From an optimization exercise on the open Yosys and OpenROAD flow, aimed at small area and a short achievable clock period; shortcuts taken in it are not production practice.
Only simulation tests tie the RTL to the original design; equivalence was not proved.
Power is estimated from default activity; no workload was simulated.

== north ==
==> flow/design.v (excerpt) <==
module radix3_fft(
    input clk,
    input rst,
    input in_valid,
    input [31:0] a_re,
    input [31:0] a_img,
    input [31:0] b_re,
    input [31:0] b_img,
    input [31:0] c_re,
    input [31:0] c_img,
    output out_valid,
    output [31:0] ao_re,
    output [31:0] ao_img,
    output [31:0] bo_re,
    output [31:0] bo_img,
    output [31:0] co_re,
    output [31:0] co_img
    );
Settings: LEC_CHECK=0, CAP_MARGIN=20, CORE_MARGIN=2, CORE_UTILIZATION=40, CTS_CLUSTER_DIAMETER=80, CTS_CLUSTER_SIZE=24, PLACE_DENSITY=0.7, SETUP_SLACK_MARGIN=2.3, SLEW_MARGIN=20, SYNTH_HIERARCHICAL=1; clock period 5.0 ns.
run.sh (not shown) runs the stock make flow with config.mk's settings and CLKGATE_MAP_FILE= SYNTH_SCRIPT=/design/flow/synth_recipe.tcl, a recipe that flattens the netlist after the stock synthesis.
north: PASS, flow complete, no timing, DRC or antenna violations
The following lists how south was set up differently from north:
# north
export LEC_CHECK = 0
export CAP_MARGIN = 20
export CORE_MARGIN = 2
export CORE_UTILIZATION = 40
export CTS_CLUSTER_DIAMETER = 80
export CTS_CLUSTER_SIZE = 24
export PLACE_DENSITY = 0.7
export SETUP_SLACK_MARGIN = 2.3
export SLEW_MARGIN = 20
export SYNTH_HIERARCHICAL = 1
create_clock -name core_clock -period 5.0 [get_ports {clk}]
# south
export LEC_CHECK = 0
export CAP_MARGIN = 20
export CORE_MARGIN = 2
export CORE_UTILIZATION = 40
export CTS_CLUSTER_DIAMETER = 80
export CTS_CLUSTER_SIZE = 24
export PLACE_DENSITY = 0.7
export SETUP_SLACK_MARGIN = 2.7
export SLEW_MARGIN = 20
export SYNTH_HIERARCHICAL = 1
create_clock -name core_clock -period 5.0 [get_ports {clk}]
Findings:
south finished every stage and its layout cleared the timing, design-rule and antenna checks.
In summary, north completed successfully, with a layout that passed the timing, design-rule and antenna checks.
Count of clock-buffer cells in the layout (south over north): increase, 2.1%
Delta (south minus north): flip-flop and latch count held steady; final design instance area without fill grew by 4.3%; total area of sequential cells grew by about 0.7%; total power grew by 6.2%.
Re number of standard cells after synthesis: no difference whatsoever between north and south.
The following lists how east was set up differently from south:
# south
export LEC_CHECK = 0
export CAP_MARGIN = 20
export CORE_MARGIN = 2
export CORE_UTILIZATION = 40
export CTS_CLUSTER_DIAMETER = 80
export CTS_CLUSTER_SIZE = 24
export PLACE_DENSITY = 0.7
export SETUP_SLACK_MARGIN = 2.7
export SLEW_MARGIN = 20
export SYNTH_HIERARCHICAL = 1
create_clock -name core_clock -period 5.0 [get_ports {clk}]
# east
export LEC_CHECK = 0
export CAP_MARGIN = 20
export CORE_MARGIN = 2
export CORE_UTILIZATION = 40
export CTS_CLUSTER_DIAMETER = 80
export CTS_CLUSTER_SIZE = 24
export PLACE_DENSITY = 0.7
export SETUP_SLACK_MARGIN = 2.5
export SLEW_MARGIN = 20
export SYNTH_HIERARCHICAL = 1
create_clock -name core_clock -period 5.0 [get_ports {clk}]
Notes after the runs:
Compared with south, in east arrival time at the worst endpoint saw a decrease, via count saw a decrease, total routing resource utilization after global routing saw a decrease, total length of routed met2 wires saw a decrease. south reports its dominant kind of cell by area as multi-input gates while east reports registers. Result for south and east: all clean. Between south and east, the final weighted congestion in routability-driven placement is higher for east. east against south: cell area moved down, number of buffers outside the clock class in the layout has decreased, number of fillers in the final layout grew by 584.

## red
radix3_fft, a different RTL version from the one above (not shown whole).
Size in the first run: about 12000 cells after synthesis, ~390 I/O pins, roughly 130000 um^2 of cells after synthesis.
clock: 5.0 ns
lec_check: 0
cap_margin: 20
core_margin: 2
core_utilization: 48
cts_buf_list: sky130_fd_sc_hd__clkbuf_8
cts_cluster_diameter: 60
cts_cluster_size: 16
place_density: 0.7
setup_slack_margin: 2.5
slew_margin: 20
synth_hierarchical: 1
red: flow completed, timing, DRC and antenna clean
> inputs changed (red -> blue)
- SETUP_SLACK_MARGIN now 2.55, was 2.5
- CTS_BUF_LIST no longer set, was sky130_fd_sc_hd__clkbuf_8
- CORE_UTILIZATION now 55, was 48
- Looking at the reports, red completed the entire flow and the layout it produced met the timing, design-rule and antenna checks.
- blue did not stop at any stage, and its layout met the timing, design-rule and antenna checks.
- Compared with red, blue shows a higher core utilization.
- For the critical path depth, blue came in 7 higher than red did.
- In blue the die area turned out about 13% lower than in red.
- Comparing red and blue, the higher sequential share of layout area is on red.
- Compared with red, blue shows worst-case vdd ir drop that has gone up by a few percent.
- Share of total power in combinational logic in blue is 1.4 points lower than in red
- Side by side, initial core utilization turned out higher in blue than in red.
- Share of total power in sequential cells: higher on red
Relative to blue, the following input files were edited for green:
- a change of CTS_CLUSTER_SIZE from 16 to 12
- an added CTS_BUF_LIST of sky130_fd_sc_hd__clkbuf_8
- a change of SETUP_SLACK_MARGIN from 2.55 to 2.5
- a change of CTS_CLUSTER_DIAMETER from 60 to 50
[summary]
Both conditions hold for green: the flow ran to the end and the final layout passed the timing, design-rule and antenna checks.
Clock buffer count in the final layout (blue / green): 0.78
green vs blue: critical path depth down in green
green vs blue — shortest period the worst path allows rose 0.10 ns.
[compare] base=blue new=green: hold slack -0.033 ns, total via count after detailed routing grew by 0.70%, total count of max-transition violations in the final report barely changed, post-CTS setup-driven buffer insertion count has decreased.
Input changes introduced in orange (baseline for comparison: green):
- changing CTS_CLUSTER_DIAMETER from 50 to 60
- changing CTS_CLUSTER_SIZE from 12 to 16
- changing CORE_UTILIZATION from 55 to 40
==> comparison <==
- orange: full flow OK, the timing, design-rule and antenna checks passed
- The lower fraction of area in multi-input gates of green and orange is in orange.
- When the final numbers for green and orange were put side by side, the critical path depth turned out to be smaller in orange.
- Between green and orange, cell area after placement is higher for orange, green comes in under that.
- Initial core utilization in orange is 15 points below green.
- Against green as the reference, orange delivers a lower buffer share of cell area.

old:
Another version of the RTL of radix3_fft (not shown whole).
Size: roughly 12,000 cells after synthesis, about 3,200 flip-flops, roughly 0.13 sq mm of cells after synthesis.
make LEC_CHECK=0 CAP_MARGIN=20 CORE_MARGIN=2 CORE_UTILIZATION=40 SETUP_SLACK_MARGIN=2.6 SLEW_MARGIN=20 finish   # period 5.0 ns
Input changes introduced in new (baseline for comparison: old):
- changing SETUP_SLACK_MARGIN from 2.6 to 2.1
- setting CTS_BUF_LIST to sky130_fd_sc_hd__clkbuf_8 for the first time
old ended up with in2reg as its class of the most critical hold timing path; new ended up with reg2reg.
old → new: detailed placer's ending HPWL comparable, clock power share increased 0.4 points, final non-filler cell total now smaller, wire length of the first global-routing pass shrank by about 3%, clock latency at the later pin of the worst-skew pair now sits higher.
new vs old: amount of wire on met3 after detailed routing up by a few percent
new: number of non-clock buffers about 50% below old

[static timing again, ports no longer ideal]
In the flow no input, the clock included, has a driving cell. The finished layouts below were timed again as built, in two steps. Step 1, drivers: a clkbuf_16 drives clk and a buf_2 each remaining input, both assumed. Step 2 times the ports against the registers' clock, not the clock port: input delays grow and output delays shrink by t, the midpoint of the rising clock arrivals with the driver on. Three values: no drivers, after step 1, after step 2; two values: the first two.
run | t (ns) | setup slack, ns | clock arrival spread, ns | pins driven straight from the clock port
north | 0.967 | 2.350 / 2.350 / 1.601 | 0.080 / 0.080 | 1
south | 0.978 | 2.362 / 2.362 / 1.949 | 0.088 / 0.088 | 1
east | 0.945 | 2.401 / 2.401 / 1.806 | 0.101 / 0.101 | 1
red | 1.103 | 2.494 / 2.402 / 1.694 | 0.086 / 0.087 | 1
blue | 1.008 | 2.548 / 2.518 / 1.704 | 0.069 / 0.068 | 1
green | 1.159 | 2.447 / 2.363 / 1.713 | 0.077 / 0.077 | 1
orange | 1.142 | 2.469 / 2.372 / 1.733 | 0.090 / 0.090 | 1
old | 0.996 | 1.933 / 1.933 / 1.685 | 0.067 / 0.067 | 1
new | 1.200 | 1.870 / 1.870 / 1.357 | 0.057 / 0.057 | 1
After both steps every run listed still meets setup and hold. For blue, which loses most, drivers alone change the setup slack by -0.030 ns; drivers and shift together by -0.844 ns.
